Context: an optimization exercise on an open-source flow, tuned for small area, a short achievable clock period and few clock cycles. The choices shown serve that exercise and are no tape-out recipe. Only simulation tests tie the RTL to the original design; equivalence was not proved. Power and IR drop assume default switching activity.

==> design/flow/design.v <==
module S_Axi_Lite #(
    parameter integer P_S_AXI_DATA_WIDTH = 32,
    parameter integer P_S_AXI_ADDR_WIDTH = 4
)
(
    input  wire                                S_AXI_ACLK,
    input  wire                                S_AXI_ARESETN,
    input  wire [P_S_AXI_ADDR_WIDTH-1 : 0]     S_AXI_AWADDR,
    input  wire [2 : 0]                        S_AXI_AWPROT,
    input  wire                                S_AXI_AWVALID,
    output wire                                S_AXI_AWREADY,
    input  wire [P_S_AXI_DATA_WIDTH-1 : 0]     S_AXI_WDATA,
    input  wire [(P_S_AXI_DATA_WIDTH/8)-1 : 0] S_AXI_WSTRB,
    input  wire                                S_AXI_WVALID,
    output wire                                S_AXI_WREADY,
    output wire [1 : 0]                        S_AXI_BRESP,
    output wire                                S_AXI_BVALID,
    input  wire                                S_AXI_BREADY,
    input  wire [P_S_AXI_ADDR_WIDTH-1 : 0]     S_AXI_ARADDR,
    input  wire [2 : 0]                        S_AXI_ARPROT,
    input  wire                                S_AXI_ARVALID,
    output wire                                S_AXI_ARREADY,
    output wire [P_S_AXI_DATA_WIDTH-1 : 0]     S_AXI_RDATA,
    output wire [1 : 0]                        S_AXI_RRESP,
    output wire                                S_AXI_RVALID,
    input  wire                                S_AXI_RREADY
);
localparam integer DW = P_S_AXI_DATA_WIDTH;
reg       wq_v0, wq_v1;
reg [1:0] wq_a0, wq_a1;
reg [1:0] bcnt;
reg       r_awready, r_wready, r_bvalid;
wire aw_hs = S_AXI_AWVALID & r_awready;
wire w_hs  = S_AXI_WVALID  & r_wready;
wire b_hs  = r_bvalid      & S_AXI_BREADY;
wire       wq_v0_n = wq_v1 | aw_hs | (wq_v0 & ~w_hs);
wire       wq_v1_n = ~w_hs & (wq_v1 | (aw_hs & wq_v0));
wire [1:0] bcnt_n  = bcnt + {1'b0, w_hs} - {1'b0, b_hs};
always @(posedge S_AXI_ACLK) begin
    if (~S_AXI_ARESETN) begin
        wq_v0     <= 1'b0;
        wq_v1     <= 1'b0;
        bcnt      <= 2'd0;
        r_awready <= 1'b1;
        r_wready  <= 1'b0;
        r_bvalid  <= 1'b0;
    end else begin
        wq_v0     <= wq_v0_n;
        wq_v1     <= wq_v1_n;
        bcnt      <= bcnt_n;
        r_awready <= ~wq_v1_n;
        r_wready  <= wq_v0_n & ~bcnt_n[1];
        r_bvalid  <= |bcnt_n;
    end
end
always @(posedge S_AXI_ACLK) begin
    if (r_awready)
        wq_a1 <= S_AXI_AWADDR[1:0];
    if (~wq_v0 | w_hs)
        wq_a0 <= wq_v1 ? wq_a1 : S_AXI_AWADDR[1:0];
end
reg [DW-1:0] r_reg0, r_reg1, r_reg2, r_reg3;
reg [3:0]    rv;
wire [3:0] we = {4{w_hs}} & {wq_a0 == 2'd3, wq_a0 == 2'd2, wq_a0 == 2'd1, wq_a0 == 2'd0};
always @(posedge S_AXI_ACLK) begin
    if (~S_AXI_ARESETN)
        rv <= 4'd0;
    else
        rv <= rv | we;
end
always @(posedge S_AXI_ACLK) begin
    if (we[0]) r_reg0 <= S_AXI_WDATA;
    if (we[1]) r_reg1 <= S_AXI_WDATA;
    if (we[2]) r_reg2 <= S_AXI_WDATA;
    if (we[3]) r_reg3 <= S_AXI_WDATA;
end
reg       rq_v0, rq_v1;
reg [1:0] rq_a0, rq_a1;
reg       r_arready, r_rvalid;
reg [DW-1:0] r_rdata;
wire ar_hs = S_AXI_ARVALID & r_arready;
wire r_adv = ~r_rvalid | S_AXI_RREADY;    
wire r_mv  = rq_v0 & r_adv;
wire rq_v0_n = rq_v1 | ar_hs | (rq_v0 & ~r_mv);
wire rq_v1_n = ~r_mv & (rq_v1 | (ar_hs & rq_v0));
always @(posedge S_AXI_ACLK) begin
    if (~S_AXI_ARESETN) begin
        rq_v0     <= 1'b0;
        rq_v1     <= 1'b0;
        r_arready <= 1'b1;
        r_rvalid  <= 1'b0;
    end else begin
        rq_v0     <= rq_v0_n;
        rq_v1     <= rq_v1_n;
        r_arready <= ~rq_v1_n;
        r_rvalid  <= r_mv | ~r_adv;
    end
end
always @(posedge S_AXI_ACLK) begin
    if (r_arready)
        rq_a1 <= S_AXI_ARADDR[1:0];
    if (~rq_v0 | r_mv)
        rq_a0 <= rq_v1 ? rq_a1 : S_AXI_ARADDR[1:0];
end
wire [3:0] rsel = rv & {rq_a0 == 2'd3, rq_a0 == 2'd2, rq_a0 == 2'd1, rq_a0 == 2'd0};
always @(posedge S_AXI_ACLK) begin
    if (r_adv)
        r_rdata <= ({DW{rsel[0]}} & r_reg0) | ({DW{rsel[1]}} & r_reg1) |
                   ({DW{rsel[2]}} & r_reg2) | ({DW{rsel[3]}} & r_reg3);
end
assign S_AXI_AWREADY = r_awready;
assign S_AXI_WREADY  = r_wready;
assign S_AXI_BVALID  = r_bvalid;
assign S_AXI_BRESP   = 2'b00;
assign S_AXI_ARREADY = r_arready;
assign S_AXI_RVALID  = r_rvalid;
assign S_AXI_RDATA   = r_rdata;
assign S_AXI_RRESP   = 2'b00;
endmodule
==> design/flow/run.sh <==
#!/bin/bash
# synth_recipe.tcl (not shown) runs the flow's synth.tcl, then flattens the netlist and writes it again
# the make line also repeats each setting of config.mk as NAME=value (left out here)
make -C /OpenROAD-flow-scripts/flow DESIGN_CONFIG=/design/flow/config.mk WORK_HOME=/design/flow/orfs CLKGATE_MAP_FILE= SYNTH_SCRIPT=/design/flow/synth_recipe.tcl finish
==> design/flow/config.mk <==
export PLATFORM = sky130hd
export DESIGN_NAME = S_Axi_Lite
export DESIGN_NICKNAME = S_Axi_Lite
export VERILOG_FILES = /design/flow/design.v
export SDC_FILE = /design/flow/constraint.sdc
export NUM_CORES = 4
export LEC_CHECK = 0
export CAP_MARGIN = 20
export CORE_MARGIN = 2
export CORE_UTILIZATION = 40
export SLEW_MARGIN = 20
==> design/flow/constraint.sdc <==
create_clock -name core_clock -period 4.0 [get_ports {S_AXI_ACLK}]
set_input_delay 0.8000 -clock core_clock [delete_from_list [all_inputs] [get_ports {S_AXI_ACLK}]]
set_output_delay 0.8000 -clock core_clock [all_outputs]
set_load 0.01 [all_outputs]
==> key figures, run 1 <==
Clock tree
  – Root buf cell: clkbuf_16
  – CTS H-tree lvls: 4
  – CTS tree: built
  – Post-CTS setup buffer count: 0
  – Worst-path clk slew: 60 ps
  – Cts repair resizes: 0
  – Number of CTS-inserted buffers: 17
  – Clock net sink count: 183
  – Hold Buf Count CTS: 0
  – Clk buf depth: 2
  – Skew-Pair Late Insertion Delay: 430 ps

Drt
  – Routed wire per std cell: 19.1 µm
  – Mean number of vias per cell: 5.19
  – WL final: 13200 µm
  – DR iter-0 viols: about 320
  – Routed Antenna Nets: 0
  – Vias post-DR: about 3600
  – Drt drc: 0
  – Total iterations of the first detailed-routing run: 4

GRT
  – Overall routing resource usage: 15.7%
  – First-pass GRT wire length: 20500 µm
  – Antenna violations before repair: 0
  – Largest net degree at the start of global routing: 48
  – Remaining global-route overflow: 0
  – Vias in the first global route: roughly 3700

Worst setup path
  – Worst setup SP type: flip-flop
  – Kind of critical path: reg -> reg
  – CP Capture Type: flip-flop
  – Crit-path max FO: 47
  – Buf/Inv on CP: 1
  – CP required: 4290 ps
  – Cell Chain, Critical Path: buf_4, and3_1, a221o_1
  – Max stage delay on crit path: 1000 ps
  – Top Family by Delay on Critical Path: simple AND/OR/NAND/NOR gates
  – WP data arrival: ~2500 ps
  – CP max stage cell: and3_1

Power
  – Gate power share: under 10%
  – Total power: 4.12 mW
  – Int Pwr: 3.26 mW
  – Leak Pwr: 2.67 nW
  – Max IR drop VDD: ~0.33 mV
  – Sequential share of power: 54.6%
  – Clk pwr share: a little under two fifths
  – Switching part of the total: a little over a fifth
  – NetSw: roughly 0.86 mW
  – Power Dens Cells: 504 mW/mm²

STA
  – Slew Limit Fails: 0
  – Period utilisation layout: around 56%
  – Fin Setup TNS: 0 ps
  – Skew final: 13.6 ps
  – Rel. slew slack: 24.5%
  – F_max: 0.446 GHz
  – Min Hold Slack: between 400 and 500 ps
  – Least-Margin Pin Slew: 1130 ps
  – Unrepaired setup endpoints after global routing: false
  – Min cycle time layout: 2240 ps
  – Setup-failing EPs final: 0
  – Endpoints failing hold: 0

Final layout
  – Final Cell Area: approximately 0.0082 mm²
  – Diodes inserted: 0
  – Commonest non-fill, non-tap cell in the layout: edfxtp_1
  – Area grow syn2layout: 23.6%
  – Core Util, Final: about half
  – Most frequent cells in the layout: 168 x edfxtp_1, 79 x clkdlybuf4s50_1, 24 x nand3_1, 22 x a21oi_1, 22 x a221o_1
  – Layout cells sized above 1: a little under a tenth
  – Nets@finish: between 500 and 600

Synthesis
  – Ys async rst share: 0%
  – Syn Inst Count: 376
  – YS warnings: 1
  – Netlist Area Pre-Place: 0.00662 mm²
  – Syn avg cell area: 17.6 µm²
  – Synthesis-stage register bit count: approximately 180
  – Ys flop type: edfxtp_1
  – Sequential share of the synthesized area: 80.7%
  – Post-synth EDFFs: 168
  – Yosys cell types: 33

Floorplanning
  – Die Span X: 133 µm
  – Die area: roughly 0.018 mm²
  – I/O pins: approximately 100
  – Initial core utilization: 40.3%
  – Area of the core: 0.0164 mm²
  – Die Y: 133 µm
  – Core Rows: 47

Placement
  – Post-DP HPWL: 7330 µm
  – Placer Congestion: 0.722
  – Placed inst area: about 0.0076 mm²
  – Buffers added on ports: 79

Status
  – Run status: timing/DRC/antenna clean

Job
  – Max Cap Viol: 0

Hold path
  – HP Class: reg -> reg
stage by stage:
stage / cells / setup WS (ps)
floorplan: 379 / 126
global placement: 661 / 1370
detailed placement: 661 / 1330
CTS: 692 / 1460
global route: 692 / 1610
finish: 692 / 1760
cell families after synthesis:
group                      count (synthesis)  share of synthesized area, %
adders and majority gates                  2                         0.378
and+or+nand+nor                           69                          6.14
DFF                                      183                          80.7
AOI/OAI and AO/OA                         85                          9.22
other                                      1                        0.0566
muxes                                      4                         0.680
buffers and inverters                     30                          2.51
xor gates and xnor gates                   2                         0.265
final cells by class:
class,instances,area [µm²]
clock buffers,21,440
multi-input cells,166,1140
repair buffers,87,851
well taps,220,275
inverters,5,18.8
clock inverters,10,106
fillers,1337,8230
flip-flops and latches,183,5350
worst paths after layout:
path / from / end / slack [ps] / depth (start not counted)
worst max-delay path: rq_a0[0] / r_rdata[27] / 1760 / 3
worst min-delay path: rv[3] / rv[3] / 500 / 2
worst min register to register: rv[3] / rv[3] / 500 / 2
worst max register to register: rq_a0[0] / r_rdata[27] / 1760 / 3
cells in the mapped netlist, types with 3 or more instances:
cell type / instances / share of area (%)
a22oi_1: 20 / 2.3
and2_1: 4 / 0.38
dfxtp_1: 15 / 4.5
a221o_1: 22 / 3.3
mux2_2: 4 / 0.68
a21oi_1: 22 / 1.7
nand3b_1: 18 / 2.0
nand2_1: 8 / 0.45
buf_4: 4 / 0.45
o21a_1: 4 / 0.45
inv_1: 5 / 0.28
clkbuf_1: 3 / 0.17
o21ai_0: 10 / 0.76
nand3_1: 24 / 1.8
edfxtp_1: 168 / 76
buf_2: 13 / 0.98
nor2_1: 4 / 0.23
buf_6: 3 / 0.51
o22ai_1: 4 / 0.38
sequential cells by signal, summed over array words and instances (netlist names), 2 cells and up:
register	count
wq_a1	2
rq_a0	2
bcnt	2
r_rdata	32
r_reg2	32
r_reg3	32
wq_a0	2
r_reg0	32
rq_a1	2
r_reg1	32
rv	4
worst min-delay path: cells and delay by family (launching register included):
| family | cells | cell delay (ps) |
|---|---|---|
| and+or+nand+nor | 2 | 120 |
| DFF | 1 | 340 |
power groups by stage:
| stage | registers (mW) | logic, mW | clock network (mW) |
|---|---|---|---|
| after floorplan | 2.30 | 0.137 | 0 |
| after global placement | 2.29 | 0.311 | 0 |
| after detailed placement | 2.29 | 0.318 | 0 |
| after CTS | 2.25 | 0.319 | 1.59 |
| after global routing | 2.26 | 0.342 | 1.67 |
| final | 2.25 | 0.315 | 1.56 |
layer usage:
layer / GRT usage (%) / part of all wire (%) / routed length [µm] / vias to the layer above
li1: - / - / - / 1668
met1: 20.9 / 42 / 5590 / 1767
met2: 24.4 / 48 / 6380 / 134
met3: 4.90 / 7.8 / 1040 / 20
met4: 5.91 / 1.7 / 225 / 0
met5: 0 / 0 / 0 / -
Testbench counts, summed over its fixed seeds: cycles 784.
==> inputs of run 2 (changes only) <==
--- a/design/flow/config.mk
+++ b/design/flow/config.mk
@@ -9,3 +9,4 @@
 export CORE_MARGIN = 2
 export CORE_UTILIZATION = 40
+export SETUP_SLACK_MARGIN = 2.5
 export SLEW_MARGIN = 20
==> key figures, run 2 <==
Status
  – Run status: timing/DRC/antenna clean (unchanged)

STA
  – Period utilisation layout: 45.1% (was 56.1%)
  – Min cycle time layout: 1800 ps (was 2240 ps)
  – Setup-failing EPs final: 0 (unchanged)
  – Endpoints failing hold: 0 (unchanged)
  – F_max: 0.555 GHz (was 0.446 GHz)
  – Skew final: 11.8 ps (was 13.6 ps)
  – Fin Setup TNS: 0 ps (unchanged)
  – Min Hold Slack: 519 ps (was 496 ps)
  – Unrepaired setup endpoints after global routing: true (was false)
  – Slew Limit Fails: 0 (unchanged)

Drt
  – Routed wl met3: 908 µm (was 1040 µm)
  – Mean number of vias per cell: 5.17 (was 5.19)
  – WL final: 13700 µm (was 13200 µm)
  – Routed Antenna Nets: 0 (unchanged)
  – Total iterations of the first detailed-routing run: 4 (unchanged)
  – Met2 WL: 6570 µm (was 6380 µm)
  – Routed wire per std cell: 19.0 µm (was 19.1 µm)
  – Vias post-DR: 3727 (was 3589)
  – Top Layer Used: met4 (unchanged)
  – DR iter-0 viols: 281 (was 319)
  – Drt drc: 0 (unchanged)
  – M1 WL: 6100 µm (was 5590 µm)

GRT
  – Antenna violations before repair: 0 (unchanged)
  – Overall routing resource usage: 15.7% (about the same)
  – First-pass GRT wire length: 20400 µm (was 20500 µm)
  – Remaining global-route overflow: 0 (unchanged)
  – Largest net degree at the start of global routing: 34 (was 48)
  – Vias in the first global route: 3701 (was 3725)

Synthesis
  – Syn avg cell area: 17.6 µm² (unchanged)
  – Cell taking the most area after synthesis: edfxtp_1 (unchanged)
  – Synth top cells by count: 168 x edfxtp_1, 24 x nand3_1, 22 x a21oi_1, 22 x a221o_1, 20 x a22oi_1 (unchanged)
  – Adder-Cell Fraction of Synth Area: 0.378% (unchanged)
  – Synth Area in Compound Gates: 9.22% (unchanged)
  – Synthesis-stage register bit count: 183 (unchanged)
  – YS warnings: 1 (unchanged)
  – Syn Inst Count: 376 (unchanged)
  – Synth area leaders: edfxtp_1 76%, dfxtp_1 4.5%, a221o_1 3.3%, a22oi_1 2.3%, nand3b_1 2.0% (unchanged)
  – Mux contribution to synthesized area: 0.680% (unchanged)
  – Post-synth top area share: 76.2% (unchanged)
  – Simple-Gate Fraction of Synth Area: 6.14% (unchanged)
  – Largest family of logic cells by synthesized area: compound AO/OA/AOI/OAI gates (unchanged)
  – Ys flop type: edfxtp_1 (unchanged)
  – Top-count cell post-synth: edfxtp_1 (unchanged)
  – Netlist Area Pre-Place: 0.00662 mm² (unchanged)
  – Sequential share of the synthesized area: 80.7% (unchanged)
  – Ys async rst share: 0% (unchanged)
  – Synth Area in XOR/XNOR: 0.265% (unchanged)
  – Yosys cell types: 33 (unchanged)
  – Post-synth EDFFs: 168 (unchanged)

Clock tree
  – Number of CTS-inserted buffers: 17 (unchanged)
  – CTS H-tree lvls: 4 (unchanged)
  – Worst-path clk slew: 60 ps (about the same)
  – CTS tree: built (unchanged)
  – Skew-Pair Late Insertion Delay: 430 ps (about the same)
  – Hold Buf Count CTS: 0 (unchanged)
  – Root buf cell: clkbuf_16 (unchanged)
  – Clk buf depth: 2 (unchanged)
  – Clock net sink count: 183 (unchanged)

Worst setup path
  – Max stage delay on crit path: 420 ps (was 1000 ps)
  – Worst setup SP type: flip-flop (unchanged)
  – Kind of critical path: reg -> out (was reg -> reg)
  – CP required: 3200 ps (was 4290 ps)
  – WP data arrival: 1000 ps (was 2530 ps)
  – Top Family by Delay on Critical Path: flip-flops (was simple AND/OR/NAND/NOR gates)
  – Crit-path max FO: 1 (was 47)
  – Cell Chain, Critical Path: buf_2 (was buf_4, and3_1, a221o_1)
  – CP Capture Type: output port (was flip-flop)
  – CP max stage cell: edfxtp_1 (was and3_1)
  – Buf/Inv on CP: 1 (unchanged)

Power
  – Gate power share: 9.3% (was 7.6%)
  – Int Pwr: 3.42 mW (was 3.26 mW)
  – Power Dens Cells: 502 mW/mm² (was 504 mW/mm²)
  – Switching part of the total: 21.4% (was 20.8%)
  – Clk pwr share: 38.7% (was 37.8%)
  – Max IR drop VDD: 0.330 mV (was 0.328 mV)
  – Leak Pwr: 3.00 nW (was 2.67 nW)
  – NetSw: 0.931 mW (was 0.859 mW)
  – Total power: 4.35 mW (was 4.12 mW)
  – Sequential share of power: 52.0% (was 54.6%)

Final layout
  – Layout fillers: 1286 (was 1337)
  – Commonest non-fill, non-tap cell in the layout: edfxtp_1 (unchanged)
  – Nets@finish: 547 (was 519)
  – Most frequent cells in the layout: 168 x edfxtp_1, 38 x clkdlybuf4s50_1, 31 x buf_2, 23 x nand3_1 (was 168 x edfxtp_1, 79 x clkdlybuf4s50_1, 24 x nand3_1, 22 x a21oi_1, 22 x a221o_1)
  – Diodes inserted: 0 (unchanged)
  – Area grow syn2layout: 30.8% (was 23.6%)
  – Layout cells sized above 1: 28.7% (was 9.53%)

Floorplanning
  – Core Rows: 47 (unchanged)
  – Die area: 0.0176 mm² (unchanged)
  – I/O pins: 98 (unchanged)
  – Die Y: 133 µm (unchanged)
  – Initial core utilization: 40.3% (unchanged)
  – Area of the core: 0.0164 mm² (unchanged)
  – Die Span X: 133 µm (unchanged)

Placement
  – Buffers added on ports: 79 (unchanged)
  – Placer Congestion: 0.719 (was 0.722)
  – Post-DP HPWL: 7330 µm (about the same)

Job
  – Max Cap Viol: 0 (unchanged)

Hold path
  – HP Class: reg -> reg (unchanged)
## run 2: cell counts after synthesis
Identical to the previous run, type by type.
## run 2: what timing repair did
action | CTS | global route
pin swaps | 7 | 16
gates resized for setup | 196 | 38
cloned | 3 | 1
buffers inserted | 17 | 7
setup endpoints to repair | 241 | 163
endpoints found under the hold margin | 0 | 0
## run 2: worst paths after layout
kind | start | end | slack [ps] | cells past startpoint
max | r_rdata[11] | S_AXI_RDATA[11] | 2200 | 1
min | rq_v0 | r_rvalid | 520 | 2
max reg2reg | r_wready | r_bvalid | 2410 | 8
min reg2reg | rq_v0 | r_rvalid | 520 | 2
## run 2: cell families (layout without fill, tap and decap cells)
logic type | count (synthesis) | count (layout)
buffers and inverters | 30 | 151
and+or+nand+nor | 69 | 70
AOI/OAI and AO/OA | 85 | 85
other | 1 | 4
xor gates and xnor gates | 2 | 2
adders and majority gates | 2 | 2
muxes | 4 | 4
DFF | 183 | 183
## run 2: power by group through the flow
stage	logic [mW]	registers, mW	clock network (mW)
finish	0.403	2.26	1.68
global route	0.435	2.27	1.80
CTS	0.358	2.26	1.72
detailed placement	0.327	2.30	0
global placement	0.320	2.29	0
floorplan	0.151	2.30	0
## run 2: metal layers
metal  up-vias  GRT usage [%]
met3        12           5.75
met5         -              0
met4         0           5.73
met2       117           24.4
met1      1870           20.4
li1       1728              -
## run 2: cell type report
type | instances | area, µm² | share of cell area (%)
timing repair inverter | 1 | 7.51 | 0.0867
clock buffer | 23 | 533 | 6.15
sequential | 183 | 5360 | 61.9
multi-input combinational | 167 | 1320 | 15.2
inverter | 5 | 26.3 | 0.303
clock inverter | 9 | 81.3 | 0.939
tap | 220 | 275 | 3.18
timing repair buffer | 113 | 1060 | 12.2
## run 2: stage by stage
step | instance area [µm²] | std cells | setup WS (ps) | utilization (%)
3_3_place_gp | 7680 | 661 | 1270 | 46.8
2_1_floorplan | 6710 | 379 | 1790 | -
3_5_place_dp | 7690 | 661 | 1260 | 46.9
4_1_cts | 8450 | 713 | 2180 | 51.5
5_1_grt | 8660 | 721 | 2160 | 52.8
6_report | 8660 | 721 | 2200 | 52.8
==> inputs of run 3 (changes only) <==
--- a/design/flow/config.mk
+++ b/design/flow/config.mk
@@ -8,5 +8,6 @@
 export CAP_MARGIN = 20
 export CORE_MARGIN = 2
-export CORE_UTILIZATION = 40
+export CORE_UTILIZATION = 70
+export CTS_BUF_LIST = sky130_fd_sc_hd__clkbuf_4 sky130_fd_sc_hd__clkbuf_8
 export SETUP_SLACK_MARGIN = 2.5
 export SLEW_MARGIN = 20
==> key figures, run 3 <==
Drt
  – Total iterations of the first detailed-routing run: 5 (was 4)
  – Top Layer Used: met4 (unchanged)
  – Mean number of vias per cell: 7.68 (was 5.17)
  – DR iter-0 viols: 799 (was 281)
  – M1 WL: 6680 µm (was 6100 µm)
  – Routed wl met3: 3490 µm (was 908 µm)
  – Drt drc: 0 (unchanged)
  – WL final: 23200 µm (was 13700 µm)
  – Met2 WL: 11300 µm (was 6570 µm)
  – Vias post-DR: 4972 (was 3727)
  – Routed Antenna Nets: 0 (unchanged)
  – Routed wire per std cell: 35.8 µm (was 19.0 µm)

Floorplanning
  – Die Span X: 101 µm (was 133 µm)
  – Initial core utilization: 72.0% (was 40.3%)
  – I/O pins: 98 (unchanged)
  – Core Rows: 35 (was 47)
  – Die Y: 101 µm (was 133 µm)
  – Die area: 0.0103 mm² (was 0.0176 mm²)
  – Area of the core: 0.00920 mm² (was 0.0164 mm²)

Placement
  – Placed inst area: 0.00755 mm² (was 0.00769 mm²)
  – Post-DP HPWL: 7440 µm (was 7330 µm)
  – Placer Congestion: 0.747 (was 0.719)
  – Buffers added on ports: 79 (unchanged)

Worst setup path
  – CP required: 3200 ps (about the same)
  – Reg2reg path depth: 7 (was 8)
  – Max stage delay on crit path: 450 ps (was 420 ps)
  – Kind of critical path: reg -> out (unchanged)
  – WP data arrival: 1090 ps (was 1000 ps)
  – Worst setup SP type: flip-flop (unchanged)
  – Reg-to-reg slack, setup: 2310 ps (was 2410 ps)
  – Worst reg2reg startpoint: rq_a0[0] (was r_wready)
  – CP Capture Type: output port (unchanged)
  – FF-to-FF End: r_rdata[11] (was r_bvalid)
  – Crit-path max FO: 1 (unchanged)
  – Buf/Inv on CP: 1 (unchanged)
  – Top Family by Delay on Critical Path: flip-flops (unchanged)
  – Cell Chain, Critical Path: buf_2 (unchanged)
  – CP max stage cell: edfxtp_1 (unchanged)

GRT
  – Vias in the first global route: 4478 (was 3701)
  – Largest net degree at the start of global routing: 34 (unchanged)
  – First-pass GRT wire length: 26700 µm (was 20400 µm)
  – Overall routing resource usage: 36.9% (was 15.7%)
  – Remaining global-route overflow: 0 (unchanged)
  – Antenna violations before repair: 0 (unchanged)

Final layout
  – Area grow syn2layout: 33.8% (was 30.8%)
  – Most frequent cells in the layout: 168 x edfxtp_1, 38 x clkdlybuf4s50_1, 31 x buf_2, 28 x buf_4, 24 x buf_6 (was 168 x edfxtp_1, 38 x clkdlybuf4s50_1, 31 x buf_2, 23 x nand3_1)
  – Layout fillers: 168 (was 1286)
  – Diodes inserted: 0 (unchanged)
  – Commonest non-fill, non-tap cell in the layout: edfxtp_1 (unchanged)
  – Nets@finish: 582 (was 547)
  – Layout cells sized above 1: 36.9% (was 28.7%)
  – Final Cell Area: 0.00885 mm² (was 0.00866 mm²)

Hold path
  – Hold_sp: r_reg3[21] (was rq_v0)
  – HP Class: reg -> reg (unchanged)
  – Hold Path Sink: r_rdata[21] (was r_rvalid)
  – Worst hold path stage count: 1 (was 2)

Clock tree
  – Clock net sink count: 183 (unchanged)
  – Skew-Pair Late Insertion Delay: 470 ps (was 430 ps)
  – Clk buf depth: 2 (unchanged)
  – Worst-path clk slew: 110 ps (was 60 ps)
  – CTS H-tree lvls: 4 (unchanged)
  – CTS tree: built (unchanged)
  – Root buf cell: clkbuf_8 (was clkbuf_16)
  – Hold Buf Count CTS: 0 (unchanged)
  – Number of CTS-inserted buffers: 17 (unchanged)

Synthesis
  – Syn Inst Count: 376 (unchanged)
  – Cell taking the most area after synthesis: edfxtp_1 (unchanged)
  – Ys flop type: edfxtp_1 (unchanged)
  – Yosys cell types: 33 (unchanged)
  – Synth area leaders: edfxtp_1 76%, dfxtp_1 4.5%, a221o_1 3.3%, a22oi_1 2.3%, nand3b_1 2.0% (unchanged)
  – YS warnings: 1 (unchanged)
  – Sequential share of the synthesized area: 80.7% (unchanged)
  – Netlist Area Pre-Place: 0.00662 mm² (unchanged)
  – Ys async rst share: 0% (unchanged)
  – Post-synth top area share: 76.2% (unchanged)
  – Top-count cell post-synth: edfxtp_1 (unchanged)
  – Syn avg cell area: 17.6 µm² (unchanged)
  – Synth top cells by count: 168 x edfxtp_1, 24 x nand3_1, 22 x a21oi_1, 22 x a221o_1, 20 x a22oi_1 (unchanged)
  – Post-synth EDFFs: 168 (unchanged)
  – Synthesis-stage register bit count: 183 (unchanged)

STA
  – Period utilisation layout: 47.2% (was 45.1%)
  – Setup-failing EPs final: 0 (unchanged)
  – Skew final: 12.3 ps (was 11.8 ps)
  – Min cycle time layout: 1890 ps (was 1800 ps)
  – Fin Setup TNS: 0 ps (unchanged)
  – Slew Limit Fails: 0 (unchanged)
  – Unrepaired setup endpoints after global routing: true (unchanged)
  – Endpoints failing hold: 0 (unchanged)
  – F_max: 0.530 GHz (was 0.555 GHz)

Job
  – Max Cap Viol: 0 (unchanged)

Power
  – Power Dens Cells: 464 mW/mm² (was 502 mW/mm²)
  – Leak Pwr: 3.12 nW (was 3.00 nW)
  – Max IR drop VDD: 0.418 mV (was 0.330 mV)

Status
  – Run status: timing/DRC/antenna clean (unchanged)
==> run 3: changes by cell type in the layout (fill, tap and decap cells not counted), moves of 4 or more <==
cell        previous run  this run
clkbuf_16             22         3
buf_16                 1         6
a22oi_2                4        10
o21ai_2                0         5
buf_6                 15        24
buf_4                 16        28
clkbuf_8               0        17
a22oi_1               16        10
clkinvlp_4             3         7
buf_12                 6        11
==> run 3: routing by layer <==
layer	up-vias	track usage, %
met3	173	8.01
met4	0	16.1
met1	2316	46.4
met5	-	0
met2	679	62.8
li1	1804	-
==> run 3: layout make-up <==
| class | instances | area, µm² | area share [%] |
|---|---|---|---|
| repair buffers | 145 | 1530 | 17.2 |
| repair inverters | 1 | 7.51 | 0.0848 |
| inverters | 5 | 26.3 | 0.297 |
| well taps | 111 | 139 | 1.57 |
| multi-input cells | 170 | 1420 | 16.0 |
| clock buffers | 18 | 241 | 2.73 |
| flip-flops and latches | 183 | 5360 | 60.5 |
| clock inverters | 14 | 141 | 1.60 |
==> run 3: worst max-delay path by stage <==
stage / startpoint / end / slack (ps) / cells after the start
floorplan: S_AXI_WVALID / r_reg1[0] / 1790 / 2
global placement: S_AXI_WVALID / r_reg2[19] / 1240 / 4
detailed placement: S_AXI_WVALID / r_reg2[16] / 1240 / 4
CTS: r_rdata[29] / S_AXI_RDATA[29] / 2170 / 1
global route: r_rdata[1] / S_AXI_RDATA[1] / 2060 / 1
finish: r_rdata[26] / S_AXI_RDATA[26] / 2110 / 1
==> run 3: stage by stage <==
step	util [%]	setup WS [ps]	total power, mW	cells	hold WS [ps]
floorplan	-	1790	2.45	379	448
global placement	82.1	1240	2.61	552	476
detailed placement	82.1	1240	2.63	552	504
CTS	91.6	2170	3.87	625	514
global route	96.3	2060	4.16	647	577
finish	96.3	2110	4.11	647	558
==> run 3: cell families after synthesis <==
kind of cell             Yosys count  share of synthesized area, %
AO/OA/AOI/OAI                     85                          9.22
XOR/XNOR                           2                         0.265
adder cells (fa/ha/maj)            2                         0.378
buffers and inverters             30                          2.51
flip-flops                       183                          80.7
multiplexers                       4                         0.680
other                              1                        0.0566
AND/OR/NAND/NOR                   69                          6.14
==> run 3: power by group <==
part | internal, mW | total (mW) | switching (mW)
sequential | 2.21 | 2.27 | 0.0670
clock | 0.518 | 1.28 | 0.764
combinational | 0.260 | 0.552 | 0.292
total | 2.98 | 4.11 | 1.12
==> run 3: what timing repair did <==
item	CTS	global route
endpoints found under the hold margin	0	0
setup endpoints to repair	239	172
gates cloned	9	4
pin swaps	27	10
resized for setup	228	48
setup buffers	32	18
==> inputs of run 4 (changes only) <==
--- a/design/flow/design.v
+++ b/design/flow/design.v
@@ -27,29 +27,29 @@
 );
 localparam integer DW = P_S_AXI_DATA_WIDTH;
-reg       wq_v0, wq_v1;
+reg       wq_v0;
 reg [1:0] wq_a0, wq_a1;
-reg [1:0] bcnt;
-reg       r_awready, r_wready, r_bvalid;
+reg       r_bvalid, b2;
+reg       r_awready, r_wready;
+wire wq_v1 = ~r_awready;
 wire aw_hs = S_AXI_AWVALID & r_awready;
 wire w_hs  = S_AXI_WVALID  & r_wready;
 wire b_hs  = r_bvalid      & S_AXI_BREADY;
-wire       wq_v0_n = wq_v1 | aw_hs | (wq_v0 & ~w_hs);
-wire       wq_v1_n = ~w_hs & (wq_v1 | (aw_hs & wq_v0));
-wire [1:0] bcnt_n  = bcnt + {1'b0, w_hs} - {1'b0, b_hs};
+wire wq_v0_n = wq_v1 | aw_hs | (wq_v0 & ~w_hs);
+wire wq_v1_n = ~w_hs & (wq_v1 | (aw_hs & wq_v0));
+wire b1_n    = b2 | w_hs | (r_bvalid & ~b_hs);
+wire b2_n    = ~b_hs & (b2 | (r_bvalid & w_hs));
 always @(posedge S_AXI_ACLK) begin
     if (~S_AXI_ARESETN) begin
         wq_v0     <= 1'b0;
-        wq_v1     <= 1'b0;
-        bcnt      <= 2'd0;
         r_awready <= 1'b1;
         r_wready  <= 1'b0;
         r_bvalid  <= 1'b0;
+        b2        <= 1'b0;
     end else begin
         wq_v0     <= wq_v0_n;
-        wq_v1     <= wq_v1_n;
-        bcnt      <= bcnt_n;
         r_awready <= ~wq_v1_n;
-        r_wready  <= wq_v0_n & ~bcnt_n[1];
-        r_bvalid  <= |bcnt_n;
+        r_wready  <= wq_v0_n & ~b2_n;
+        r_bvalid  <= b1_n;
+        b2        <= b2_n;
     end
 end
@@ -75,8 +75,9 @@
     if (we[3]) r_reg3 <= S_AXI_WDATA;
 end
-reg       rq_v0, rq_v1;
+reg       rq_v0;
 reg [1:0] rq_a0, rq_a1;
 reg       r_arready, r_rvalid;
 reg [DW-1:0] r_rdata;
+wire rq_v1 = ~r_arready;
 wire ar_hs = S_AXI_ARVALID & r_arready;
 wire r_adv = ~r_rvalid | S_AXI_RREADY;    
@@ -87,10 +88,8 @@
     if (~S_AXI_ARESETN) begin
         rq_v0     <= 1'b0;
-        rq_v1     <= 1'b0;
         r_arready <= 1'b1;
         r_rvalid  <= 1'b0;
     end else begin
         rq_v0     <= rq_v0_n;
-        rq_v1     <= rq_v1_n;
         r_arready <= ~rq_v1_n;
         r_rvalid  <= r_mv | ~r_adv;
--- a/design/flow/config.mk
+++ b/design/flow/config.mk
@@ -8,6 +8,7 @@
 export CAP_MARGIN = 20
 export CORE_MARGIN = 2
-export CORE_UTILIZATION = 70
+export CORE_UTILIZATION = 55
 export CTS_BUF_LIST = sky130_fd_sc_hd__clkbuf_4 sky130_fd_sc_hd__clkbuf_8
-export SETUP_SLACK_MARGIN = 2.5
+export CTS_CLUSTER_SIZE = 30
+export SETUP_SLACK_MARGIN = 2.2
 export SLEW_MARGIN = 20
==> key figures, run 4 <==
Status
  – Run status: timing/DRC/antenna clean (unchanged)

Floorplanning
  – Die Span X: 112 µm (was 101 µm)
  – Die Y: 112 µm (was 101 µm)
  – I/O pins: 98 (unchanged)
  – Die area: 0.0126 mm² (was 0.0103 mm²)
  – Core Rows: 39 (was 35)
  – Initial core utilization: 56.5% (was 72.0%)
  – Area of the core: 0.0114 mm² (was 0.00920 mm²)

Synthesis
  – Synth Area in XOR/XNOR: 0% (was 0.265%)
  – Post-synth EDFFs: 164 (was 168)
  – Netlist Area Pre-Place: 0.00645 mm² (was 0.00662 mm²)
  – Ys flop type: edfxtp_1 (unchanged)
  – Ys async rst share: 0% (unchanged)
  – Largest family of logic cells by synthesized area: compound AO/OA/AOI/OAI gates (unchanged)
  – Synth top cells by count: 164 x edfxtp_1, 71 x nand2_1, 32 x a221o_1 (was 168 x edfxtp_1, 24 x nand3_1, 22 x a21oi_1, 22 x a221o_1, 20 x a22oi_1)
  – Syn Inst Count: 381 (was 376)
  – Mux contribution to synthesized area: 0.698% (was 0.680%)
  – Syn avg cell area: 16.9 µm² (was 17.6 µm²)
  – Yosys cell types: 30 (was 33)
  – Synth area leaders: edfxtp_1 76%, a221o_1 5.0%, dfxtp_1 5.0%, nand2_1 4.1%, o22ai_1 3.0% (was edfxtp_1 76%, dfxtp_1 4.5%, a221o_1 3.3%, a22oi_1 2.3%, nand3b_1 2.0%)
  – Adder-Cell Fraction of Synth Area: 0% (was 0.378%)
  – Top-count cell post-synth: edfxtp_1 (unchanged)
  – Post-synth top area share: 76.4% (was 76.2%)
  – Simple-Gate Fraction of Synth Area: 5.57% (was 6.14%)
  – Synthesis-stage register bit count: 180 (was 183)
  – Sequential share of the synthesized area: 81.3% (was 80.7%)
  – YS warnings: 1 (unchanged)
  – Cell taking the most area after synthesis: edfxtp_1 (unchanged)
  – Synth Area in Compound Gates: 9.33% (was 9.22%)

Clock tree
  – Root buf cell: clkbuf_8 (unchanged)
  – Number of CTS-inserted buffers: 17 (unchanged)
  – Clock net sink count: 180 (was 183)
  – Clk buf depth: 2 (unchanged)
  – CTS H-tree lvls: 4 (unchanged)
  – Skew-Pair Late Insertion Delay: 450 ps (was 470 ps)
  – CTS tree: built (unchanged)
  – Worst-path clk slew: 80 ps (was 110 ps)

STA
  – Unrepaired setup endpoints after global routing: true (unchanged)
  – Min cycle time layout: 1830 ps (was 1890 ps)
  – Fin Setup TNS: 0 ps (unchanged)
  – Endpoints failing hold: 0 (unchanged)
  – Period utilisation layout: 45.7% (was 47.2%)
  – Skew final: 6.84 ps (was 12.3 ps)
  – Slew Limit Fails: 0 (unchanged)
  – Setup-failing EPs final: 0 (unchanged)
  – F_max: 0.547 GHz (was 0.530 GHz)

Placement
  – Number of placed cells counting well taps: 589 (was 552)
  – Post-DP HPWL: 6810 µm (was 7440 µm)
  – Buffers added on ports: 79 (unchanged)
  – Placer Congestion: 0.705 (was 0.747)

Hold path
  – HP Class: reg -> reg (unchanged)

Drt
  – Total iterations of the first detailed-routing run: 4 (was 5)
  – Routed wl met3: 846 µm (was 3490 µm)
  – Routed Antenna Nets: 0 (unchanged)
  – M1 WL: 5040 µm (was 6680 µm)
  – DR iter-0 viols: 273 (was 799)
  – Top Layer Used: met4 (unchanged)
  – Drt drc: 0 (unchanged)
  – Vias post-DR: 3565 (was 4972)
  – Mean number of vias per cell: 5.64 (was 7.68)
  – Met2 WL: 6370 µm (was 11300 µm)
  – Routed wire per std cell: 19.8 µm (was 35.8 µm)
  – WL final: 12500 µm (was 23200 µm)

GRT
  – Overall routing resource usage: 20.8% (was 36.9%)
  – Remaining global-route overflow: 0 (unchanged)
  – Vias in the first global route: 3680 (was 4478)
  – Antenna violations before repair: 0 (unchanged)
  – Largest net degree at the start of global routing: 34 (unchanged)
  – First-pass GRT wire length: 19500 µm (was 26700 µm)

Worst setup path
  – Max stage delay on crit path: 420 ps (was 450 ps)
  – Cell Chain, Critical Path: buf_2 (unchanged)
  – CP max stage cell: edfxtp_1 (unchanged)
  – WP data arrival: 1030 ps (was 1090 ps)
  – Worst setup SP type: flip-flop (unchanged)
  – CP Capture Type: output port (unchanged)
  – Buf/Inv on CP: 1 (unchanged)
  – Reg-to-reg slack, setup: 2290 ps (was 2310 ps)
  – Top Family by Delay on Critical Path: flip-flops (unchanged)
  – CP required: 3200 ps (about the same)
  – Kind of critical path: reg -> out (unchanged)
  – Crit-path max FO: 1 (unchanged)

Power
  – Switching part of the total: 20.1% (was 27.3%)
  – Clk pwr share: 35.2% (was 31.2%)
  – Gate power share: 6.0% (was 13.4%)
  – Leak Pwr: 2.73 nW (was 3.12 nW)
  – NetSw: 0.734 mW (was 1.12 mW)
  – Max IR drop VDD: 0.339 mV (was 0.418 mV)
  – Sequential share of power: 58.8% (was 55.4%)
  – Int Pwr: 2.91 mW (was 2.98 mW)
  – Power Dens Cells: 467 mW/mm² (was 464 mW/mm²)

Final layout
  – Commonest non-fill, non-tap cell in the layout: edfxtp_1 (unchanged)
  – Non-filler instance count after layout: 632 (was 647)
  – Nets@finish: 533 (was 582)
  – Reg area: 0.00526 mm² (was 0.00536 mm²)
  – Diodes inserted: 0 (unchanged)
  – Most frequent cells in the layout: 164 x edfxtp_1, 70 x nand2_1, 41 x clkdlybuf4s50_1, 36 x buf_2, 32 x a221o_1 (was 168 x edfxtp_1, 38 x clkdlybuf4s50_1, 31 x buf_2, 28 x buf_4, 24 x buf_6)
  – Layout fillers: 808 (was 168)
  – Area grow syn2layout: 21.2% (was 33.8%)
  – Layout cells sized above 1: 22.3% (was 36.9%)
  – Multi-input logic area: 0.00111 mm² (was 0.00142 mm²)

Job
  – Max Cap Viol: 0 (unchanged)
[run 4: cell types whose count changed after synthesis, moves of 10 or more]
cell / delta
a22oi_1: -20
nand3b_1: -18
o21ai_0: -10
a21oi_1: -19
a221o_1: +10
nand2_1: +63
nand3_1: -23
o22ai_1: +27
[run 4: logic make-up (layout without fill, tap and decap cells)]
logic type      after synthesis  count (layout)
mux                           4               4
other cells                   1               4
buf+inv                      33             137
simple gates                 87              88
flops                       180             180
compound gates               76              76
[run 4: per-stage QoR]
stage | instance area [µm²] | hold slack (ps) | worst slack, ps | utilization (%) | total power [mW]
after floorplan | 6510 | 429 | 1790 | - | 2.28
after global placement | 7390 | 441 | 1310 | 64.7 | 2.41
after detailed placement | 7390 | 451 | 1290 | 64.7 | 2.41
after CTS | 7760 | 470 | 2100 | 68.0 | 3.67
after global routing | 7820 | 502 | 2120 | 68.4 | 3.77
final | 7820 | 467 | 2170 | 68.4 | 3.65
[run 4: final timing paths]
path	from	depth (start not counted)	end
setup reg to reg	rq_a0[1]	3	r_rdata[1]
setup / recovery	r_rdata[26]	1	S_AXI_RDATA[26]
hold reg to reg	rq_a1[0]	1	rq_a1[0]
hold / removal	rq_a1[0]	1	rq_a1[0]
[run 4: what timing repair did]
item,CTS,global route
setup endpoints to repair,224,52
gates resized for setup,171,4
pin swaps,1,3
setup buffers,4,5
hold buffers,0,0
cloned,1,1
[run 4: power by group through the flow]
| stage | registers (mW) | clock network [mW] | logic [mW] |
|---|---|---|---|
| 5_1_grt | 2.15 | 1.38 | 0.236 |
| 6_report | 2.15 | 1.28 | 0.217 |
| 3_3_place_gp | 2.19 | 0 | 0.219 |
| 3_5_place_dp | 2.19 | 0 | 0.222 |
| 4_1_cts | 2.15 | 1.31 | 0.214 |
| 2_1_floorplan | 2.20 | 0 | 0.0875 |
[run 4: final cells by class]
type                            instances  area share, %
Inverter                                6          0.352
Clock inverter                         12           2.05
Tap cell                              143           2.29
Timing Repair Buffer                   99           10.5
Multi-Input combinational cell        172           14.2
Clock buffer                           20           3.36
Sequential cell                       180           67.3
[run 4: layer usage]
| layer | global-route usage (%) | vias up |
|---|---|---|
| met2 | 35.8 | 120 |
| met1 | 25.8 | 1759 |
| met5 | 0 | - |
| li1 | - | 1668 |
| met3 | 4.70 | 18 |
| met4 | 8.54 | 0 |
Testbench counts of run 4, summed over its fixed seeds: cycles 784.
==> inputs of run 5 (changes only) <==
--- a/design/flow/config.mk
+++ b/design/flow/config.mk
@@ -8,7 +8,6 @@
 export CAP_MARGIN = 20
 export CORE_MARGIN = 2
-export CORE_UTILIZATION = 55
-export CTS_BUF_LIST = sky130_fd_sc_hd__clkbuf_4 sky130_fd_sc_hd__clkbuf_8
-export CTS_CLUSTER_SIZE = 30
+export CORE_UTILIZATION = 40
+export CTS_BUF_LIST = sky130_fd_sc_hd__clkbuf_8
 export SETUP_SLACK_MARGIN = 2.2
 export SLEW_MARGIN = 20
==> key figures, run 5 <==
Clock tree
  – Skew-Pair Late Insertion Delay: 450 ps (about the same)
  – Root buf cell: clkbuf_8 (unchanged)
  – Clk buf depth: 2 (unchanged)
  – Clock net sink count: 180 (unchanged)
  – Worst-path clk slew: 80 ps (about the same)
  – CTS tree: built (unchanged)
  – Number of CTS-inserted buffers: 17 (unchanged)
  – CTS H-tree lvls: 4 (unchanged)
  – Hold Buf Count CTS: 0 (unchanged)

Drt
  – Total iterations of the first detailed-routing run: 4 (unchanged)
  – Vias post-DR: 3568 (was 3565)
  – Routed Antenna Nets: 0 (unchanged)
  – Mean number of vias per cell: 5.10 (was 5.64)
  – Drt drc: 0 (unchanged)
  – DR iter-0 viols: 264 (was 273)
  – Routed wire per std cell: 18.1 µm (was 19.8 µm)
  – WL final: 12700 µm (was 12500 µm)

Worst setup path
  – Max stage delay on crit path: 420 ps (about the same)
  – Worst Setup SP: r_rdata[14] (was r_rdata[26])
  – Worst reg2reg startpoint: rq_a0[0] (was rq_a0[1])
  – Crit-path max FO: 1 (unchanged)
  – Worst setup SP type: flip-flop (unchanged)
  – Reg-to-reg slack, setup: 2320 ps (was 2290 ps)
  – Top Family by Delay on Critical Path: flip-flops (unchanged)
  – CP required: 3200 ps (about the same)
  – WP data arrival: 1040 ps (was 1030 ps)
  – CP max stage cell: edfxtp_1 (unchanged)
  – Cell Chain, Critical Path: buf_2 (unchanged)
  – Buf/Inv on CP: 1 (unchanged)
  – CP Capture Type: output port (unchanged)
  – Kind of critical path: reg -> out (unchanged)

GRT
  – Largest net degree at the start of global routing: 34 (unchanged)
  – Antenna violations before repair: 0 (unchanged)
  – First-pass GRT wire length: 19100 µm (was 19500 µm)
  – Overall routing resource usage: 15.5% (was 20.8%)
  – Remaining global-route overflow: 0 (unchanged)
  – Vias in the first global route: 3544 (was 3680)

Final layout
  – Layout cells sized above 1: 19.8% (was 22.3%)
  – Commonest non-fill, non-tap cell in the layout: edfxtp_1 (unchanged)
  – Non-filler instance count after layout: 700 (was 632)
  – Diodes inserted: 0 (unchanged)
  – Area grow syn2layout: 21.2% (about the same)
  – Core Util, Final: 49.4% (was 68.4%)
  – Final Cell Area: 0.00782 mm² (about the same)
  – Most frequent cells in the layout: 164 x edfxtp_1, 70 x nand2_1, 41 x clkdlybuf4s50_1, 37 x buf_2, 32 x a221o_1 (was 164 x edfxtp_1, 70 x nand2_1, 41 x clkdlybuf4s50_1, 36 x buf_2, 32 x a221o_1)
  – Nets@finish: 528 (was 533)

Synthesis
  – YS warnings: 1 (unchanged)
  – Synth top cells by count: 164 x edfxtp_1, 71 x nand2_1, 32 x a221o_1 (unchanged)
  – Cell taking the most area after synthesis: edfxtp_1 (unchanged)
  – Post-synth top area share: 76.4% (unchanged)
  – Yosys cell types: 30 (unchanged)
  – Sequential share of the synthesized area: 81.3% (unchanged)
  – Top-count cell post-synth: edfxtp_1 (unchanged)
  – Synthesis-stage register bit count: 180 (unchanged)
  – Syn Inst Count: 381 (unchanged)
  – Synth area leaders: edfxtp_1 76%, a221o_1 5.0%, dfxtp_1 5.0%, nand2_1 4.1%, o22ai_1 3.0% (unchanged)
  – Syn avg cell area: 16.9 µm² (unchanged)
  – Netlist Area Pre-Place: 0.00645 mm² (unchanged)
  – Post-synth EDFFs: 164 (unchanged)
  – Ys flop type: edfxtp_1 (unchanged)
  – Ys async rst share: 0% (unchanged)

STA
  – Skew final: 11.5 ps (was 6.84 ps)
  – Least-Margin Pin Slew: 543 ps
  – Final WS setup: 2160 ps (was 2170 ps)
  – Fin Setup TNS: 0 ps (unchanged)
  – Period utilisation layout: 45.9% (was 45.7%)
  – Min Hold Slack: 467 ps (about the same)
  – Setup-failing EPs final: 0 (unchanged)
  – Rel. slew slack: 63.8%
  – Endpoints failing hold: 0 (unchanged)
  – Unrepaired setup endpoints after global routing: true (unchanged)
  – Slew Limit Fails: 0 (unchanged)
  – F_max: 0.545 GHz (was 0.547 GHz)
  – Min cycle time layout: 1840 ps (was 1830 ps)

Floorplanning
  – Die Y: 131 µm (was 112 µm)
  – Die Span X: 131 µm (was 112 µm)
  – Die area: 0.0172 mm² (was 0.0126 mm²)
  – I/O pins: 98 (unchanged)
  – Initial core utilization: 40.8% (was 56.5%)
  – Area of the core: 0.0158 mm² (was 0.0114 mm²)
  – Core Rows: 46 (was 39)

Power
  – Power Dens Cells: 453 mW/mm² (was 467 mW/mm²)
  – Leak Pwr: 2.68 nW (was 2.73 nW)
  – Total power: 3.54 mW (was 3.65 mW)
  – Max IR drop VDD: 0.197 mV (was 0.339 mV)

Status
  – Run status: timing/DRC/antenna clean (unchanged)

Placement
  – Buffers added on ports: 79 (unchanged)
  – Post-DP HPWL: 6920 µm (was 6810 µm)
  – Placer Congestion: 0.698 (was 0.705)
  – Number of placed cells counting well taps: 661 (was 589)
  – Post-Place Setup Slack: 1440 ps (was 1290 ps)
  – Placed inst area: 0.00748 mm² (was 0.00739 mm²)

Hold path
  – Hold_sp: rq_a1[1] (was rq_a1[0])
  – HP Class: reg -> reg (unchanged)

Job
  – Max Cap Viol: 0 (unchanged)
run 5: area by class of cell:
cell class              instances  area [µm²]
clock inverters                15         149
flip-flops and latches        180        5260
repair buffers                 94         769
inverters                       6        27.5
clock buffers                  17         234
fillers                      1356        8010
well taps                     216         270
multi-input cells             172        1110
run 5: worst paths after layout:
| check | endpoint | cells after the start |
|---|---|---|
| worst min register to register | rq_a1[1] | 1 |
| worst max register to register | r_rdata[0] | 5 |
| worst min-delay path | rq_a1[1] | 1 |
| worst max-delay path | S_AXI_RDATA[14] | 1 |
run 5: cell families (layout without fill, tap and decap cells):
logic type / after synthesis / count (layout) / synth area share, %
DFF: 180 / 180 / 81.3
and+or+nand+nor: 87 / 88 / 5.57
AOI/OAI and AO/OA: 76 / 76 / 9.33
buffers and inverters: 33 / 132 / 3.03
muxes: 4 / 4 / 0.698
other: 1 / 4 / 0.0581
run 5: layer usage:
metal | wire length, µm | track usage [%] | vias up
li1 | - | - | 1655
met1 | 5590 | 20.0 | 1782
met2 | 6170 | 24.6 | 112
met3 | 719 | 4.52 | 19
met4 | 202 | 6.57 | 0
met5 | 0 | 0 | -
run 5: repair_timing:
action,4_1_cts,5_1_grt
endpoints found under the setup margin,233,48
buffers inserted,4,1
gates cloned,1,1
resized for setup,168,4
endpoints found under the hold margin,0,0
run 5: power by group:
part	switching [mW]	internal (mW)	total [mW]
logic	0.123	0.0930	0.216
registers	0.0251	2.12	2.14
clock network	0.584	0.599	1.18
total	0.733	2.81	3.54
==> inputs of run 6 (changes only) <==
==> design/flow/flow/run.sh (new file) <==
#!/bin/bash
# Own layout flow: the standard ORFS flow (standard.sh, standard synthesis
# unchanged) with minimum-size port buffers and a clock tree without dummy loads.
set -euo pipefail
W=$PWD
export BUFFER_PORTS_ARGS="-buffer_cell sky130_fd_sc_hd__buf_1"
export CTS_ARGS="-sink_clustering_enable -repair_clock_nets -dont_use_dummy_load -buf_list sky130_fd_sc_hd__clkbuf_8"
bash standard.sh > "$W/standard.log" 2>&1
==> design/flow/standard.sh (new file) <==
#!/bin/bash
# synth_recipe.tcl (not shown) runs the flow's synth.tcl, then flattens the netlist and writes it again
# the make line also repeats each setting of config.mk as NAME=value (left out here)
make -C /OpenROAD-flow-scripts/flow DESIGN_CONFIG=/design/flow/config.mk WORK_HOME=/design/flow/orfs CLKGATE_MAP_FILE= SYNTH_SCRIPT=/design/flow/synth_recipe.tcl "${@:-finish}"
--- a/design/flow/config.mk
+++ b/design/flow/config.mk
@@ -9,5 +9,4 @@
 export CORE_MARGIN = 2
 export CORE_UTILIZATION = 40
-export CTS_BUF_LIST = sky130_fd_sc_hd__clkbuf_8
 export SETUP_SLACK_MARGIN = 2.2
 export SLEW_MARGIN = 20
removed: design/flow/run.sh
==> key figures, run 6 <==
STA
  – Slew Limit Fails: 0 (unchanged)
  – Min cycle time layout: 1800 ps (was 1840 ps)
  – Endpoints failing hold: 0 (unchanged)
  – Setup-failing EPs final: 0 (unchanged)
  – Fin Setup TNS: 0 ps (unchanged)
  – Rel. slew slack: 36.7% (was 63.8%)
  – Final WS setup: 2200 ps (was 2160 ps)
  – Unrepaired setup endpoints after global routing: true (unchanged)
  – Min Hold Slack: 463 ps (was 467 ps)
  – F_max: 0.556 GHz (was 0.545 GHz)
  – Period utilisation layout: 45.0% (was 45.9%)
  – Skew final: 15.3 ps (was 11.5 ps)
  – Least-Margin Pin Slew: 948 ps (was 543 ps)

Clock tree
  – Skew-Pair Late Insertion Delay: 440 ps (was 450 ps)
  – Clk buf depth: 2 (unchanged)
  – Clock net sink count: 180 (unchanged)
  – Number of CTS-inserted buffers: 17 (unchanged)
  – Worst-path clk slew: 80 ps (about the same)
  – CTS H-tree lvls: 4 (unchanged)
  – Root buf cell: clkbuf_8 (unchanged)
  – CTS tree: built (unchanged)

Final layout
  – Commonest non-fill, non-tap cell in the layout: edfxtp_1 (unchanged)
  – Most frequent cells in the layout: 164 x edfxtp_1, 70 x nand2_1, 60 x buf_1, 32 x a221o_1, 31 x o22ai_1 (was 164 x edfxtp_1, 70 x nand2_1, 41 x clkdlybuf4s50_1, 37 x buf_2, 32 x a221o_1)
  – Diodes inserted: 0 (unchanged)
  – Core Util, Final: 46.0% (was 49.4%)
  – Non-filler instance count after layout: 679 (was 700)
  – Layout cells sized above 1: 13.4% (was 19.8%)
  – Layout fillers: 1390 (was 1356)
  – Nets@finish: 522 (was 528)
  – Final Cell Area: 0.00729 mm² (was 0.00782 mm²)
  – Area grow syn2layout: 13.0% (was 21.2%)

Synthesis
  – YS warnings: 1 (unchanged)
  – Syn Inst Count: 381 (unchanged)
  – Yosys cell types: 30 (unchanged)
  – Top-count cell post-synth: edfxtp_1 (unchanged)
  – Ys flop type: edfxtp_1 (unchanged)
  – Post-synth EDFFs: 164 (unchanged)
  – Ys async rst share: 0% (unchanged)
  – Post-synth top area share: 76.4% (unchanged)
  – Cell taking the most area after synthesis: edfxtp_1 (unchanged)
  – Synth area leaders: edfxtp_1 76%, a221o_1 5.0%, dfxtp_1 5.0%, nand2_1 4.1%, o22ai_1 3.0% (unchanged)
  – Netlist Area Pre-Place: 0.00645 mm² (unchanged)
  – Synth top cells by count: 164 x edfxtp_1, 71 x nand2_1, 32 x a221o_1 (unchanged)
  – Sequential share of the synthesized area: 81.3% (unchanged)
  – Syn avg cell area: 16.9 µm² (unchanged)
  – Synthesis-stage register bit count: 180 (unchanged)

Floorplanning
  – Die Span X: 131 µm (unchanged)
  – Initial core utilization: 40.8% (unchanged)
  – Area of the core: 0.0158 mm² (unchanged)
  – I/O pins: 98 (unchanged)
  – Die area: 0.0172 mm² (unchanged)
  – Core Rows: 46 (unchanged)
  – Die Y: 131 µm (unchanged)

Worst setup path
  – Top Family by Delay on Critical Path: flip-flops (unchanged)
  – WP data arrival: 1000 ps (was 1040 ps)
  – Worst reg2reg startpoint: rq_a0[0] (unchanged)
  – Max stage delay on crit path: 410 ps (was 420 ps)
  – Worst path depth: 1 (unchanged)
  – Critical Path End: S_AXI_RDATA[31] (was S_AXI_RDATA[14])
  – FF-to-FF End: r_rdata[15] (was r_rdata[0])
  – CP max stage cell: edfxtp_1 (unchanged)
  – Reg2reg path depth: 2 (was 5)
  – CP Capture Type: output port (unchanged)
  – CP required: 3200 ps (about the same)
  – Reg-to-reg slack, setup: 2240 ps (was 2320 ps)
  – Buf/Inv on CP: 1 (unchanged)
  – Crit-path max FO: 1 (unchanged)
  – Worst setup SP type: flip-flop (unchanged)
  – Worst Setup SP: r_rdata[31] (was r_rdata[14])
  – Cell Chain, Critical Path: clkbuf_2 (was buf_2)
  – Kind of critical path: reg -> out (unchanged)

Power
  – Total power: 3.22 mW (was 3.54 mW)
  – Power Dens Cells: 442 mW/mm² (was 453 mW/mm²)
  – Max IR drop VDD: 0.196 mV (was 0.197 mV)
  – Leak Pwr: 2.35 nW (was 2.68 nW)

GRT
  – Overall routing resource usage: 15.7% (was 15.5%)
  – Remaining global-route overflow: 0 (unchanged)
  – Largest net degree at the start of global routing: 34 (unchanged)
  – First-pass GRT wire length: 19300 µm (was 19100 µm)
  – Vias in the first global route: 3433 (was 3544)
  – Antenna violations before repair: 0 (unchanged)

Placement
  – Placed inst area: 0.00698 mm² (was 0.00748 mm²)
  – Buffers added on ports: 79 (unchanged)
  – Number of placed cells counting well taps: 660 (was 661)
  – Post-DP HPWL: 6980 µm (was 6920 µm)
  – Placer Congestion: 0.690 (was 0.698)
  – Post-Place Setup Slack: 1490 ps (was 1440 ps)

Drt
  – Drt drc: 0 (unchanged)
  – Total iterations of the first detailed-routing run: 4 (unchanged)
  – WL final: 12700 µm (about the same)
  – DR iter-0 viols: 332 (was 264)
  – Mean number of vias per cell: 5.06 (was 5.10)
  – Routed Antenna Nets: 0 (unchanged)
  – Vias post-DR: 3433 (was 3568)
  – Routed wire per std cell: 18.7 µm (was 18.1 µm)

Job
  – Max Cap Viol: 0 (unchanged)

Hold path
  – HP Class: reg -> reg (unchanged)

Status
  – Run status: timing/DRC/antenna clean (unchanged)
==> run 6: cell counts after synthesis <==
Identical to the previous run, type by type.
==> run 6: final cells by class <==
class | instances | area [µm²] | share of cell area, %
timing repair buffer | 88 | 395 | 5.43
tap | 216 | 270 | 3.71
multi-input combinational | 172 | 1110 | 15.2
sequential | 180 | 5260 | 72.1
clock buffer | 17 | 234 | 3.21
inverter | 6 | 22.5 | 0.309
==> run 6: worst min-delay path by stage <==
stage             start  endpoint  slack (ps)  cells after the start
2_1_floorplan  rq_a1[0]  rq_a1[0]         430                      1
3_3_place_gp      rv[3]     rv[3]         440                      1
3_5_place_dp   rq_a1[1]  rq_a1[1]         450                      1
4_1_cts        rq_a1[1]  rq_a1[1]         460                      1
5_1_grt        rq_a1[1]  rq_a1[1]         490                      1
6_report       rq_a1[1]  rq_a1[1]         460                      1
==> run 6: kinds of logic (layout without fill, tap and decap cells) <==
group           Yosys count  in the layout  share of synthesized area [%]
compound gates           76             76                           9.33
buf+inv                  33            111                           3.03
flops                   180            180                           81.3
mux                       4              4                          0.698
other cells               1              4                         0.0581
simple gates             87             88                           5.57
==> run 6: where the power goes <==
group          total (mW)  switching, mW  leakage (nW)  internal (mW)
sequential           2.15         0.0275          1.71           2.12
clock               0.898          0.522         0.122          0.376
combinational       0.177          0.122         0.521         0.0555
total                3.22          0.671          2.35           2.55
==> run 6: timing repair <==
action	4_1_cts	5_1_grt
resized for setup	14	19
buffers inserted	0	1
cloned	1	0
endpoints found under the setup margin	69	76
pin swaps	1	1
hold buffers	0	0
==> run 6: routing by layer <==
| layer | vias to the layer above | global-route usage (%) | share of wire, % |
|---|---|---|---|
| li1 | 1629 | - | - |
| met1 | 1693 | 21.0 | 45 |
| met5 | - | 0 | 0 |
| met2 | 97 | 25.0 | 48 |
| met3 | 14 | 4.11 | 5.8 |
| met4 | 0 | 5.69 | 1.2 |

## re-timing with driven ports
Ports are ideal in the flow. The routed layouts listed here were re-timed in OpenROAD.
Step 1, drivers: a clkbuf_16 drives S_AXI_ACLK and a buf_2 each remaining input, both assumed.
Step 2 times the ports against the registers' clock, not the clock port: input delays grow and output delays shrink by t, the midpoint of the rising clock arrivals with the driver on.
Slacks: ideal ports / drivers / drivers and shift; pairs: ideal ports / drivers.
run	t (ns)	setup WS [ns]	cell pins on the clock port's net
run 1	0.460	1.755 / 1.755 / 1.336	1
run 2	0.462	2.197 / 2.159 / 1.931	1
run 3	0.497	2.112 / 2.079 / 1.829	1
run 4	0.483	2.172 / 2.138 / 1.812	1
run 5	0.480	2.164 / 2.129 / 1.817	1
run 6	0.468	2.201 / 2.165 / 1.817	1
After both steps every run listed still meets setup and hold. The setup slack of run 1, which loses most, moves by 0.000 ns with the drivers and by -0.419 ns with both steps.
